This design comes from an exercise in tuning for small area on the open sky130 flow, not from production work. Only simulation tests tie the RTL to the original design; equivalence was not proved. Power figures rest on the tool's default switching activity, not on a simulated workload.

## flow/design.v (module list and top-level ports; edited modules follow where they fit)
// module FPExpAdder: 21 lines
// module FPExpDec: 26 lines
// module FloatingPointMultiplier: 1315 lines
// module FullAdder: 4 lines
// module HalfAdder: 4 lines
// module Or2: 3 lines
// module Aoi21: 3 lines
// module Aoi22: 3 lines
// module Oai21: 3 lines
// module Nand2: 3 lines
// module Nor2: 3 lines
// module Inv: 3 lines
// module Xor2: 3 lines
// module Xnor2: 3 lines
module FloatingPointMultiplier(
	input wire [26 : 0] in_1,
	input wire [26 : 0] in_2,
	input wire clk_pll,
	output wire [26 : 0] out
    );
  // ...
==> flow/flow/run.sh <==
#!/bin/bash
# Layout flow: the standard synthesis and layout, with
# - the smallest buffer cell for the port buffers instead of the one
#   buffer_ports picks by default,
# - every combinational cell sized down before global placement
#   (flow/downsize.tcl), so that timing repair sizes up only what it needs,
# - timing-driven global placement that does not keep the buffers its
#   virtual repair inserts (GPL_KEEP_OVERFLOW=0); timing is repaired later,
# - input port buffers with many loads sized up to buf_2 after global
#   placement (flow/portbuf.tcl),
# - clock tree synthesis without dummy loads,
# - cells on paths with timing slack sized down after global routing
#   (RECOVER_POWER=100).
set -euo pipefail
bash standard.sh synth > synth.log 2>&1
bash standard.sh 'BUFFER_PORTS_ARGS=-buffer_cell sky130_fd_sc_hd__buf_1' \
  "PRE_GLOBAL_PLACE_TCL=$PWD/flow/downsize.tcl" GPL_KEEP_OVERFLOW=0 \
  "POST_GLOBAL_PLACE_TCL=$PWD/flow/portbuf.tcl" RECOVER_POWER=100 \
  'CTS_ARGS=-sink_clustering_enable -repair_clock_nets -dont_use_dummy_load -buf_list {sky130_fd_sc_hd__clkbuf_4 sky130_fd_sc_hd__clkbuf_8}' \
  finish > layout.log 2>&1
==> flow/flow/downsize.tcl <==
# Before global placement: give every combinational cell the smallest-area
# variant of its own cell (same function and pins). Timing repair later sizes up only what needs it.
set db [ord::get_db]
set block [ord::get_db_block]
set swapped 0
foreach inst [$block getInsts] {
  set master [$inst getMaster]
  set name [$master getName]
  if {![regexp {^(sky130_fd_sc_hd__([a-z0-9]+))_([0-9]+)$} $name -> base kind size]} { continue }
  # leave sequential, clock, tap, fill and delay cells alone
  if {[regexp {^(df|dl|sdf|edf|sedf|clk|tap|fill|decap|conb|diode|lpflow|probe|dly|macro)} $kind]} { continue }
  set best $master
  foreach s {0 1 2 4 6 8 12 16} {
    set m [$db findMaster "${base}_$s"]
    if {$m == "NULL" || $m == ""} { continue }
    if {[$m getWidth] < [$best getWidth]} {
      set best $m
    }
  }
  if {$best != $master} {
    $inst swapMaster $best
    incr swapped
  }
}
puts "downsize.tcl: swapped $swapped instances to smaller cells"
==> flow/flow/portbuf.tcl <==
# After global placement: an input port buffer that drives many cells gets the
# next size up (buf_2) rather than having the timing repair pick a clock or
# delay buffer for it later.
set db [ord::get_db]
set block [ord::get_db_block]
set buf2 [$db findMaster sky130_fd_sc_hd__buf_2]
set n 0
foreach inst [$block getInsts] {
  if {[[$inst getMaster] getName] != "sky130_fd_sc_hd__buf_1"} { continue }
  foreach it [$inst getITerms] {
    if {[$it isOutputSignal]} {
      set net [$it getNet]
      if {$net != "NULL" && [llength [$net getITerms]] > 8} {
        $inst swapMaster $buf2
        incr n
      }
    }
  }
}
puts "portbuf.tcl: sized up $n buffers driving more than 7 cells"
==> flow/standard.sh <==
#!/bin/bash
# synth_recipe.tcl (not shown) runs the flow's synth.tcl, then flattens the netlist and writes it again
# the make line also repeats each setting of config.mk as NAME=value (left out here)
make -C /OpenROAD-flow-scripts/flow DESIGN_CONFIG=/design/flow/config.mk WORK_HOME=/design/flow/orfs CLKGATE_MAP_FILE= SYNTH_SCRIPT=/design/flow/synth_recipe.tcl "${@:-finish}"
==> flow/config.mk <==
export PLATFORM = sky130hd
export DESIGN_NAME = FloatingPointMultiplier
export DESIGN_NICKNAME = FloatingPointMultiplier
export VERILOG_FILES = /design/flow/design.v
export SDC_FILE = /design/flow/constraint.sdc
export NUM_CORES = 4
export LEC_CHECK = 0
export CAP_MARGIN = 20
export CORE_MARGIN = 2
export CORE_UTILIZATION = 40
export CTS_BUF_LIST = sky130_fd_sc_hd__clkbuf_4 sky130_fd_sc_hd__clkbuf_8
export SLEW_MARGIN = 20
export SYNTH_HIERARCHICAL = 1
==> flow/constraint.sdc <==
create_clock -name core_clock -period 6.8 [get_ports {clk_pll}]
set_input_delay 1.3600 -clock core_clock [delete_from_list [all_inputs] [get_ports {clk_pll}]]
set_output_delay 1.3600 -clock core_clock [all_outputs]
set_load 0.01 [all_outputs]
==> summary.md, run 1 <==
| Metric | Value |
|---|---|
| First DRT Iteration DRCs | `398` |
| Share of cells above drive strength 1 | `0.04517` |
| Max layer used | `met4` |
| Antenna cells | `0` |
| Area used by multi-input combinational logic | `0.007801 mm^2` |
| CP max stage delay | `0.52 ns` |
| H-tree depth | `1` |
| Worst Path Arrival | `6.66 ns` |
| Vias per cell | `5.115` |
| Leakage | `0.003404 uW` |
| DIE AREA | `0.02521 mm^2` |
| Worst Setup Start Kind | `primary input` |
| Post-DP HPWL | `17,090 um` |
| Worst Hold Slack | `1.284 ns` |
| Worst IR drop on VDD | `0.5638 mV` |
| Seq pwr | `385 uW` |
| Max FO, Critical Path | `18` |
| Synth Warn # | `7` |
| Tap Cells | `319` |
| Wire length per cell | `18.31 um` |
| Hold_sp | `in_1[26]` |
| Simple-gate share of the synthesized area | `0.1575` |
| Most used DFF post-synth | `dfxtp_1` |
| Place WS | `-0.6665 ns` |
| Fin cells | `1,271` |
| Post-route clock period utilization | `0.9547` |
| Max Cap Viol | `0` |
| Core box area | `0.02347 mm^2` |
| Status | `finished clean` |
| Hold WC Path Type | `primary input to register` |
| Multi-input combinational area share | `0.8282` |
| Syn_nets | `1,264` |
| Top power group | `combinational logic` |
| CP Depth | `17` |
| #FFs+latches synth | `28` |
| DR vias | `6,501` |
| GRT met2 Usage | `0.3569` |
| Number of synthesized flops with an enable pin | `0` |
| Commonest non-fill, non-tap cell in the layout | `nand2_1` |
==> inputs of run 2 (changes only) <==
--- a/flow/design.v
+++ b/flow/design.v
@@ -1166,172 +1166,140 @@
 	Aoi21 u_aoi21_13 (.a(n68), .b(n69), .c(n66), .y(n115));
 	wire n116;
 	Nand2 u_nand2_25 (.a(n69), .b(n67), .y(n116));
 	wire n117;
 	Aoi21 u_aoi21_14 (.a(n72), .b(n73), .c(n70), .y(n117));
 	wire n118;
 	Nand2 u_nand2_26 (.a(n73), .b(n71), .y(n118));
 	wire n119;
-	Inv u_inv_5 (.a(n42), .y(n119));
+	Oai21 u_oai21_4 (.a(n103), .b(n104), .c(n102), .y(n119));
 	wire n120;
-	Inv u_inv_6 (.a(n43), .y(n120));
+	Oai21 u_oai21_5 (.a(n107), .b(n108), .c(n105), .y(n120));
 	wire n121;
-	Oai21 u_oai21_4 (.a(n119), .b(n120), .c(n102), .y(n121));
+	Nor2 u_nor2_35 (.a(n108), .b(n106), .y(n121));
 	wire n122;
-	Oai21 u_oai21_5 (.a(n103), .b(n104), .c(n102), .y(n122));
+	Oai21 u_oai21_6 (.a(n111), .b(n112), .c(n109), .y(n122));
 	wire n123;
-	Inv u_inv_7 (.a(n50), .y(n123));
+	Nor2 u_nor2_36 (.a(n112), .b(n110), .y(n123));
 	wire n124;
-	Inv u_inv_8 (.a(n51), .y(n124));
+	Oai21 u_oai21_7 (.a(n115), .b(n116), .c(n113), .y(n124));
 	wire n125;
-	Oai21 u_oai21_6 (.a(n123), .b(n124), .c(n105), .y(n125));
+	Nor2 u_nor2_37 (.a(n116), .b(n114), .y(n125));
 	wire n126;
-	Nor2 u_nor2_35 (.a(n124), .b(n106), .y(n126));
+	Nor2 u_nor2_38 (.a(n21), .b(n117), .y(n126));
 	wire n127;
-	Oai21 u_oai21_7 (.a(n107), .b(n108), .c(n105), .y(n127));
+	Nor2 u_nor2_39 (.a(n21), .b(n118), .y(n127));
 	wire n128;
-	Nor2 u_nor2_36 (.a(n108), .b(n106), .y(n128));
+	Inv u_inv_5 (.a(n105), .y(n128));
 	wire n129;
-	Inv u_inv_9 (.a(n58), .y(n129));
+	Inv u_inv_6 (.a(n106), .y(n129));
 	wire n130;
-	Inv u_inv_10 (.a(n59), .y(n130));
+	Aoi21 u_aoi21_15 (.a(n128), .b(n129), .c(n119), .y(n130));
 	wire n131;
-	Oai21 u_oai21_8 (.a(n129), .b(n130), .c(n109), .y(n131));
+	Aoi21 u_aoi21_16 (.a(n120), .b(n121), .c(n119), .y(n131));
 	wire n132;
-	Nor2 u_nor2_37 (.a(n130), .b(n110), .y(n132));
+	Inv u_inv_7 (.a(n113), .y(n132));
 	wire n133;
-	Oai21 u_oai21_9 (.a(n111), .b(n112), .c(n109), .y(n133));
+	Inv u_inv_8 (.a(n114), .y(n133));
 	wire n134;
-	Nor2 u_nor2_38 (.a(n112), .b(n110), .y(n134));
+	Aoi21 u_aoi21_17 (.a(n132), .b(n133), .c(n122), .y(n134));
 	wire n135;
-	Inv u_inv_11 (.a(n66), .y(n135));
+	Nand2 u_nand2_27 (.a(n133), .b(n123), .y(n135));
 	wire n136;
-	Inv u_inv_12 (.a(n67), .y(n136));
+	Aoi21 u_aoi21_18 (.a(n124), .b(n125), .c(n122), .y(n136));
 	wire n137;
-	Oai21 u_oai21_10 (.a(n135), .b(n136), .c(n113), .y(n137));
+	Nand2 u_nand2_28 (.a(n125), .b(n123), .y(n137));
 	wire n138;
-	Nor2 u_nor2_39 (.a(n136), .b(n114), .y(n138));
+	Oai21 u_oai21_8 (.a(n109), .b(n110), .c(n131), .y(n138));
 	wire n139;
-	Oai21 u_oai21_11 (.a(n115), .b(n116), .c(n113), .y(n139));
+	Inv u_inv_9 (.a(n122), .y(n139));
 	wire n140;
-	Nor2 u_nor2_40 (.a(n116), .b(n114), .y(n140));
+	Inv u_inv_10 (.a(n123), .y(n140));
 	wire n141;
-	Nor2 u_nor2_41 (.a(n21), .b(n117), .y(n141));
+	Oai21 u_oai21_9 (.a(n139), .b(n140), .c(n131), .y(n141));
 	wire n142;
-	Nor2 u_nor2_42 (.a(n21), .b(n118), .y(n142));
+	Oai21 u_oai21_10 (.a(n134), .b(n135), .c(n131), .y(n142));
 	wire n143;
-	Aoi21 u_aoi21_15 (.a(n46), .b(n47), .c(n122), .y(n143));
+	Oai21 u_oai21_11 (.a(n136), .b(n137), .c(n131), .y(n143));
 	wire n144;
-	Inv u_inv_13 (.a(n105), .y(n144));
+	Inv u_inv_11 (.a(n117), .y(n144));
 	wire n145;
-	Inv u_inv_14 (.a(n106), .y(n145));
+	Inv u_inv_12 (.a(n118), .y(n145));
 	wire n146;
-	Aoi21 u_aoi21_16 (.a(n144), .b(n145), .c(n122), .y(n146));
+	Aoi21 u_aoi21_19 (.a(n144), .b(n145), .c(n143), .y(n146));
 	wire n147;
-	Aoi21 u_aoi21_17 (.a(n125), .b(n126), .c(n122), .y(n147));
+	Aoi21 u_aoi21_20 (.a(n126), .b(n127), .c(n143), .y(n147));
 	wire n148;
-	Aoi21 u_aoi21_18 (.a(n127), .b(n128), .c(n122), .y(n148));
+	Inv u_inv_13 (.a(n42), .y(n148));
 	wire n149;
-	Aoi21 u_aoi21_19 (.a(n62), .b(n63), .c(n133), .y(n149));
+	Inv u_inv_14 (.a(n43), .y(n149));
 	wire n150;
-	Nand2 u_nand2_27 (.a(n63), .b(n134), .y(n150));
+	Oai21 u_oai21_12 (.a(n148), .b(n149), .c(n102), .y(n150));
 	wire n151;
-	Inv u_inv_15 (.a(n113), .y(n151));
+	Aoi21 u_aoi21_21 (.a(n46), .b(n47), .c(n119), .y(n151));
 	wire n152;
-	Inv u_inv_16 (.a(n114), .y(n152));
+	Inv u_inv_15 (.a(n50), .y(n152));
 	wire n153;
-	Aoi21 u_aoi21_20 (.a(n151), .b(n152), .c(n133), .y(n153));
+	Inv u_inv_16 (.a(n51), .y(n153));
 	wire n154;
-	Nand2 u_nand2_28 (.a(n152), .b(n134), .y(n154));
+	Oai21 u_oai21_13 (.a(n152), .b(n153), .c(n130), .y(n154));
 	wire n155;
-	Aoi21 u_aoi21_21 (.a(n137), .b(n138), .c(n133), .y(n155));
+	Inv u_inv_17 (.a(n54), .y(n155));
 	wire n156;
-	Nand2 u_nand2_29 (.a(n138), .b(n134), .y(n156));
+	Inv u_inv_18 (.a(n55), .y(n156));
 	wire n157;
-	Aoi21 u_aoi21_22 (.a(n139), .b(n140), .c(n133), .y(n157));
+	Oai21 u_oai21_14 (.a(n155), .b(n156), .c(n131), .y(n157));
 	wire n158;
-	Nand2 u_nand2_30 (.a(n140), .b(n134), .y(n158));
+	Aoi21 u_aoi21_22 (.a(n58), .b(n59), .c(n138), .y(n158));
 	wire n159;
-	Inv u_inv_17 (.a(n54), .y(n159));
+	Aoi21 u_aoi21_23 (.a(n62), .b(n63), .c(n141), .y(n159));
 	wire n160;
-	Inv u_inv_18 (.a(n55), .y(n160));
+	Aoi21 u_aoi21_24 (.a(n66), .b(n67), .c(n142), .y(n160));
 	wire n161;
-	Oai21 u_oai21_12 (.a(n159), .b(n160), .c(n148), .y(n161));
+	Aoi21 u_aoi21_25 (.a(n70), .b(n71), .c(n143), .y(n161));
 	wire n162;
-	Oai21 u_oai21_13 (.a(n109), .b(n110), .c(n148), .y(n162));
+	Xnor2 u_xnor2_11 (.a(n41), .b(n100), .y(n162));
 	wire n163;
-	Inv u_inv_19 (.a(n131), .y(n163));
+	Xor2 u_xor2_18 (.a(n43), .b(n102), .y(n163));
 	wire n164;
-	Inv u_inv_20 (.a(n132), .y(n164));
+	Xnor2 u_xnor2_12 (.a(n45), .b(n150), .y(n164));
 	wire n165;
-	Oai21 u_oai21_14 (.a(n163), .b(n164), .c(n148), .y(n165));
+	Xnor2 u_xnor2_13 (.a(n47), .b(n119), .y(n165));
 	wire n166;
-	Inv u_inv_21 (.a(n133), .y(n166));
+	Xor2 u_xor2_19 (.a(n49), .b(n151), .y(n166));
 	wire n167;
-	Inv u_inv_22 (.a(n134), .y(n167));
+	Xor2 u_xor2_20 (.a(n51), .b(n130), .y(n167));
 	wire n168;
-	Oai21 u_oai21_15 (.a(n166), .b(n167), .c(n148), .y(n168));
+	Xnor2 u_xnor2_14 (.a(n53), .b(n154), .y(n168));
 	wire n169;
-	Oai21 u_oai21_16 (.a(n149), .b(n150), .c(n148), .y(n169));
+	Xor2 u_xor2_21 (.a(n55), .b(n131), .y(n169));
 	wire n170;
-	Oai21 u_oai21_17 (.a(n153), .b(n154), .c(n148), .y(n170));
+	Xnor2 u_xnor2_15 (.a(n57), .b(n157), .y(n170));
 	wire n171;
-	Oai21 u_oai21_18 (.a(n155), .b(n156), .c(n148), .y(n171));
+	Xnor2 u_xnor2_16 (.a(n59), .b(n138), .y(n171));
 	wire n172;
-	Oai21 u_oai21_19 (.a(n157), .b(n158), .c(n148), .y(n172));
+	Xor2 u_xor2_22 (.a(n61), .b(n158), .y(n172));
 	wire n173;
-	Aoi21 u_aoi21_23 (.a(n70), .b(n71), .c(n172), .y(n173));
+	Xnor2 u_xnor2_17 (.a(n63), .b(n141), .y(n173));
 	wire n174;
-	Inv u_inv_23 (.a(n117), .y(n174));
+	Xor2 u_xor2_23 (.a(n65), .b(n159), .y(n174));
 	wire n175;
-	Inv u_inv_24 (.a(n118), .y(n175));
+	Xnor2 u_xnor2_18 (.a(n67), .b(n142), .y(n175));
 	wire n176;
-	Aoi21 u_aoi21_24 (.a(n174), .b(n175), .c(n172), .y(n176));
+	Xor2 u_xor2_24 (.a(n69), .b(n160), .y(n176));
 	wire n177;
-	Aoi21 u_aoi21_25 (.a(n141), .b(n142), .c(n172), .y(n177));
+	Xnor2 u_xnor2_19 (.a(n71), .b(n143), .y(n177));
 	wire n178;
-	Xnor2 u_xnor2_11 (.a(n41), .b(n100), .y(n178));
+	Xor2 u_xor2_25 (.a(n73), .b(n161), .y(n178));
 	wire n179;
-	Xor2 u_xor2_18 (.a(n43), .b(n102), .y(n179));
+	Xnor2 u_xnor2_20 (.a(n21), .b(n146), .y(n179));
 	wire n180;
-	Xnor2 u_xnor2_12 (.a(n45), .b(n121), .y(n180));
-	wire n181;
-	Xnor2 u_xnor2_13 (.a(n47), .b(n122), .y(n181));
-	wire n182;
-	Xor2 u_xor2_19 (.a(n49), .b(n143), .y(n182));
-	wire n183;
-	Xor2 u_xor2_20 (.a(n51), .b(n146), .y(n183));
-	wire n184;
-	Xor2 u_xor2_21 (.a(n53), .b(n147), .y(n184));
-	wire n185;
-	Xor2 u_xor2_22 (.a(n55), .b(n148), .y(n185));
-	wire n186;
-	Xnor2 u_xnor2_14 (.a(n57), .b(n161), .y(n186));
-	wire n187;
-	Xnor2 u_xnor2_15 (.a(n59), .b(n162), .y(n187));
-	wire n188;
-	Xnor2 u_xnor2_16 (.a(n61), .b(n165), .y(n188));
-	wire n189;
-	Xnor2 u_xnor2_17 (.a(n63), .b(n168), .y(n189));
-	wire n190;
-	Xnor2 u_xnor2_18 (.a(n65), .b(n169), .y(n190));
-	wire n191;
-	Xnor2 u_xnor2_19 (.a(n67), .b(n170), .y(n191));
-	wire n192;
-	Xnor2 u_xnor2_20 (.a(n69), .b(n171), .y(n192));
-	wire n193;
-	Xnor2 u_xnor2_21 (.a(n71), .b(n172), .y(n193));
-	wire n194;
-	Xor2 u_xor2_23 (.a(n73), .b(n173), .y(n194));
-	wire n195;
-	Xnor2 u_xnor2_22 (.a(n21), .b(n176), .y(n195));
-	wire n196;
-	Xnor2 u_xnor2_23 (.a(f524), .b(n177), .y(n196));
-	wire [35 : 17] nprod = {n196, n195, n194, n193, n192, n191, n190, n189, n188, n187, n186, n185, n184, n183, n182, n181, n180, n179, n178};
+	Xnor2 u_xnor2_21 (.a(f524), .b(n147), .y(n180));
+	wire [35 : 17] nprod = {n180, n179, n178, n177, n176, n175, n174, n173, n172, n171, n170, n169, n168, n167, n166, n165, n164, n163, n162};
 	wire [7 : 0] nexp_sum;
 	FPExpAdder fp_exp_adder (
 		.in(in_1[25 : 18]),
 		.change(in_2[25 : 18]),
 		.nout(nexp_sum)
 	);
 	reg pipe_sign;
 	reg [7 : 0] pipe_nexp;
==> flow/flow/run.sh (replaced) <==
#!/bin/bash
# Layout flow: the standard synthesis and layout, with
# - the smallest buffer cell for the port buffers instead of the one
#   buffer_ports picks by default,
# - every combinational cell sized down before global placement
#   (flow/downsize.tcl), so that timing repair sizes up only what it needs,
# - timing-driven global placement that does not keep the buffers its
#   virtual repair inserts (GPL_KEEP_OVERFLOW=0); timing is repaired later,
# - input port buffers with many loads sized up to buf_2 after global
#   placement (flow/portbuf.tcl),
# - clock tree synthesis without dummy loads.
set -euo pipefail
bash standard.sh synth > synth.log 2>&1
bash standard.sh 'BUFFER_PORTS_ARGS=-buffer_cell sky130_fd_sc_hd__buf_1' \
  "PRE_GLOBAL_PLACE_TCL=$PWD/flow/downsize.tcl" GPL_KEEP_OVERFLOW=0 \
  "POST_GLOBAL_PLACE_TCL=$PWD/flow/portbuf.tcl" \
  'CTS_ARGS=-sink_clustering_enable -repair_clock_nets -dont_use_dummy_load -buf_list {sky130_fd_sc_hd__clkbuf_4 sky130_fd_sc_hd__clkbuf_8}' \
  finish > layout.log 2>&1
--- a/flow/config.mk
+++ b/flow/config.mk
@@ -4,10 +4,11 @@
 export VERILOG_FILES = /design/flow/design.v
 export SDC_FILE = /design/flow/constraint.sdc
 export NUM_CORES = 4
 export LEC_CHECK = 0
 export CAP_MARGIN = 20
 export CORE_MARGIN = 2
 export CORE_UTILIZATION = 40
 export CTS_BUF_LIST = sky130_fd_sc_hd__clkbuf_4 sky130_fd_sc_hd__clkbuf_8
+export SETUP_SLACK_MARGIN = -0.1
 export SLEW_MARGIN = 20
 export SYNTH_HIERARCHICAL = 1
==> run 2 against run 1 <==
  * Combinational power fell by 7.0%
  * Cell count down 1.5%
  * Sequential cell count stayed put
  * Synthesized area shrank 0.69%
  * Via count decreased by 0.94%
  * Count of clock-buffer cells in the layout did not move
  * Critical path type unchanged
  * Sequential power barely moved
  * Worst setup slack worse by 0.014 ns
  * Synthesized cell count down 1.7%
  * Still clean
  * Die area is 0.67% lower
  * Fmax is 0.21% lower
==> summary.md, run 2 <==
| Metric | Value |
|---|---|
| Max Cap Viol | `0 (unchanged)` |
| CTS tree | `done` |
| Hold EP | `pipe_sign` |
| Worst Setup Start Kind | `primary input` |
| CTS max path bufs | `2` |
| Sw frac | `0.5418` |
| Share of cells above drive strength 1 | `0.04287 (-0.002296)` |
| CP Class | `primary input to register` |
| Vias in the first global route | `7,271` |
| Most used DFF post-synth | `dfxtp_1` |
| Netlist cell types | `27` |
| Most used cell along the critical path | `fa_1` |
| Commonest cells post-synth | `nand2_1 (314), fa_1 (269), buf_6 (66), inv_1 (55), nor2_1 (37)` |
| Number of synthesized flops with an enable pin | `0 (unchanged)` |
| H-tree depth | `1 (unchanged)` |
| CP Cell Sequence | `buf_2, nand2_1, fa_1, fa_1, fa_1, fa_1, fa_1, fa_1, fa_1, xor2_1, nand2_1, o21ai_2, a21oi_2, o21ai_1, a21oi_1, xnor2_1, inv_1` |
| Top area cells in the synthesized netlist | `fa_1 (57%), nand2_1 (12%), buf_6 (7.8%), dfxtp_1 (5.9%), xor2_1 (3.2%)` |
| Pint | `2283 uW` |
| Design area | `0.009303 mm^2` |
| Antenna cells | `0 (unchanged)` |
| CTS clock-pin slew for the worst setup and hold paths | `0.09 ns` |
| Area Growth Syn to Fin | `-2.248%` |
| Hold_sp | `in_1[26]` |
| Min Tclk post-route | `6.506 ns` |
| Initial core utilization | `0.4067` |
| Final ANT Viol Nets | `0` |
| Count of final setup violators | `0` |
| Count leader, synth | `nand2_1` |
| Synth async-reset ratio | `0` |
| Fmax | `0.1537 GHz` |
| Max FFs per register | `18` |
| Tot GR Track Use | `0.1962` |
| NetSw | `2700 uW` |
| Commonest non-fill, non-tap cell in the layout | `nand2_1` |
| Tightest Pin Transition | `0.6647 ns` |
| Site Rows | `56` |
| Largest Register | `pipe_nprod` |
| Max stage delay cell, worst path | `fa_1` |
| # Post-CTS Setup Buffers | `0` |
| Hold depth | `2` |
| Max-slew violations | `0` |
| Synth top area share | `0.5659` |
| Status | `finished clean` |
| Hold WC Path Type | `primary input to register` |
| Total grt overflow | `0` |
| #FFs+latches synth | `28 (unchanged)` |
| Dpl cell area | `0.009240 mm^2` |
| Crit path required time | `6.97 ns` |
| Leakage | `0.003353 uW (-1.5%)` |
| Leading area contributor after synthesis | `fa_1` |
| Tot Pwr | `4983 uW` |
| Slew HR | `0.5563` |
| Core box area | `0.02340 mm^2 (-0.30%)` |
| Power density cells | `535.6 mW/mm^2` |
| Wire length per cell | `18.35 um (+0.18%)` |
| Power share of the clock group | `0.017` |
| Fin. Hold Viols | `0` |
| DIE AREA | `0.02504 mm^2 (-0.67%)` |
| Vias per cell | `5.144 (+0.57%)` |
| Initial antenna violation count | `0` |
| Global-route wire length before repair | `37,670 um` |
| Post-Synthesis Cell Area | `0.009517 mm^2` |
| Worst IR drop on VDD | `0.5029 mV (-11%)` |
| Worst Path Arrival | `6.67 ns (about the same)` |
| Root Buffer Master | `clkbuf_8` |
| Post-DP HPWL | `16,910 um (-1.0%)` |
| Final wirelength | `22,970 um` |
| # DRC | `0` |
| Num CTS Buffers | `3` |
| Port Buffers | `78` |
| Sequential share of the synthesized area | `0.05890` |
| Worst Setup End Kind | `register` |
| Die width | `158.2 um` |
| DIE HEIGHT | `158.2 um` |
| Largest net degree at the start of global routing | `21` |
| Max FO, Critical Path | `18 (unchanged)` |
| Nets | `1,260` |
| Combinational share of power | `0.906` |
| Mean post-synth cell area | `10.31 um^2` |
| Syn_nets | `1,248 (-1.3%)` |
| DR vias | `6,440 (-0.94%)` |
| Ports | `82` |
| Most frequent cells in the layout | `nand2_1 (321), fa_1 (269), inv_1 (55), buf_1 (44), nor2_1 (37)` |
| Largest registers | `pipe_nprod x18, pipe_nexp x8` |
| CP max stage delay | `0.57 ns (+0.05 ns)` |
| Flop pwr share | `0.077` |
| Synth Instances | `923` |
| Synth Warn # | `7 (unchanged)` |
| # clock sinks | `28` |
| First DRT Iteration DRCs | `372 (-6.5%)` |
| Post-route clock period utilization | `0.9568 (+0.002040)` |
| Initial DRT Pass Iterations | `5` |
==> run 2: modules after synthesis (local to each module, per instance), excerpt <==
module | cells inside | flops+latches | copies in the design
Aoi22 | 1 | 0 | 17
FPExpDec | 10 | 0 | 1
FloatingPointMultiplier | 389 | 28 | 1
HalfAdder | 1 | 0 | 1
Nor2 | 1 | 0 | 37
Oai21 | 1 | 0 | 14
Xnor2 | 1 | 0 | 22
Xor2 | 1 | 0 | 34
==> run 2: worst max-delay path: cells and delay by family <==
family / cells / cell delay, ns
fa+ha+maj: 7 / 3.28
compound gates: 4 / 0.87
buf+inv: 2 / 0.45
xor+xnor: 2 / 0.43
simple gates: 2 / 0.27
==> run 2: routing by layer <==
| layer | vias up | routed length [um] | GRT usage |
|---|---|---|---|
| met4 | 0 | 552 | 0.04719 |
| met5 | - | 0 | 0 |
| met3 | 47 | 1398 | 0.02464 |
| met2 | 229 | 12020 | 0.3530 |
| met1 | 3402 | 8999 | 0.2522 |
| li1 | 2762 | - | - |
==> run 2: power groups by stage <==
stage / sequential (uW) / combinational, uW / clock (uW)
2_1_floorplan: 392 / 3940 / 0
3_3_place_gp: 384 / 4410 / 0
3_5_place_dp: 383 / 4490 / 0
4_1_cts: 381 / 4540 / 87.5
5_1_grt: 396 / 5210 / 95.5
6_report: 382 / 4520 / 84.0
==> run 2: area by class of cell <==
type | count | area [um^2]
clock buffer | 3 | 41.29
fill | 2361 | 14100
inverter | 55 | 206.4
multi-input combinational | 769 | 7750
sequential | 28 | 560.5
tap | 319 | 399.1
timing repair buffer | 78 | 345.3
==> run 2: worst max path at each step <==
| stage | from | to | slack, ns |
|---|---|---|---|
| 4_1_cts | in_2[13] | pipe_norm | 0.09 |
| 5_1_grt | in_2[8] | pipe_norm | -0.04 |
| 3_5_place_dp | in_2[13] | pipe_norm | -0.39 |
| 3_3_place_gp | in_2[13] | pipe_norm | -0.87 |
| 6_report | in_2[15] | pipe_norm | 0.29 |
| 2_1_floorplan | in_1[10] | pipe_norm | 0.48 |
==> run 2: timing repair <==
action / in CTS / in global routing
gates resized for setup: 1 / 6
endpoints found under the setup margin: 1 / 6
endpoints found under the hold margin: 0 / 0
hold buffers: 0 / 0
==> run 2: cell families after synthesis <==
kind of cell | after synthesis | synth area share
buffers and inverters | 126 | 0.1061
other | 1 | 0.0003940
flip-flops | 28 | 0.05890
XOR/XNOR | 57 | 0.05246
adder cells (fa/ha/maj) | 270 | 0.5672
AO/OA/AOI/OAI | 65 | 0.05837
AND/OR/NAND/NOR | 376 | 0.1566
==> run 2: through the flow <==
step	setup WS (ns)	instances	utilization	hold slack [ns]	TNS, ns
final	0.2940	1252	0.3975	1.282	0
after CTS	0.09461	1252	0.3968	1.282	0
after detailed placement	-0.3942	1249	0.3948	1.563	-2.374
after global routing	-0.04481	1252	0.3975	1.299	-0.06499
after floorplan	0.4761	923	-	1.453	0
after global placement	-0.8715	1249	0.3930	1.555	-8.393

## re-timing with driven ports
No port has a modelled driver above. Below, the same layouts with a new extraction and two added sets of constraints.
Step 1: set_driving_cell puts a clkbuf_16 on clk_pll and a buf_2 on each other input, an assumption about the parent block.
Step 2 moves the port delays by t, midway between the first and last clock arrival at a register: inputs arrive t later, outputs are due t later. That takes back most of the time a late clock gives input paths.
Three values: ideal ports, drivers, drivers and shift; two values: the first two.
run | t (ns) | setup slack, ns | worst setup path after step 2 | worst data-port slew with drivers (ns) | cell pins on the clock port's net
run 1 | 0.287 | 0.308 / 0.312 / 0.025 | input to register | 0.04 | 1
run 2 | 0.286 | 0.294 / 0.299 / 0.012 | input to register | 0.04 | 1
After both steps every run listed still meets setup and hold. The setup slack of run 1, which loses most, moves by +0.004 ns with the drivers and by -0.283 ns with both steps.
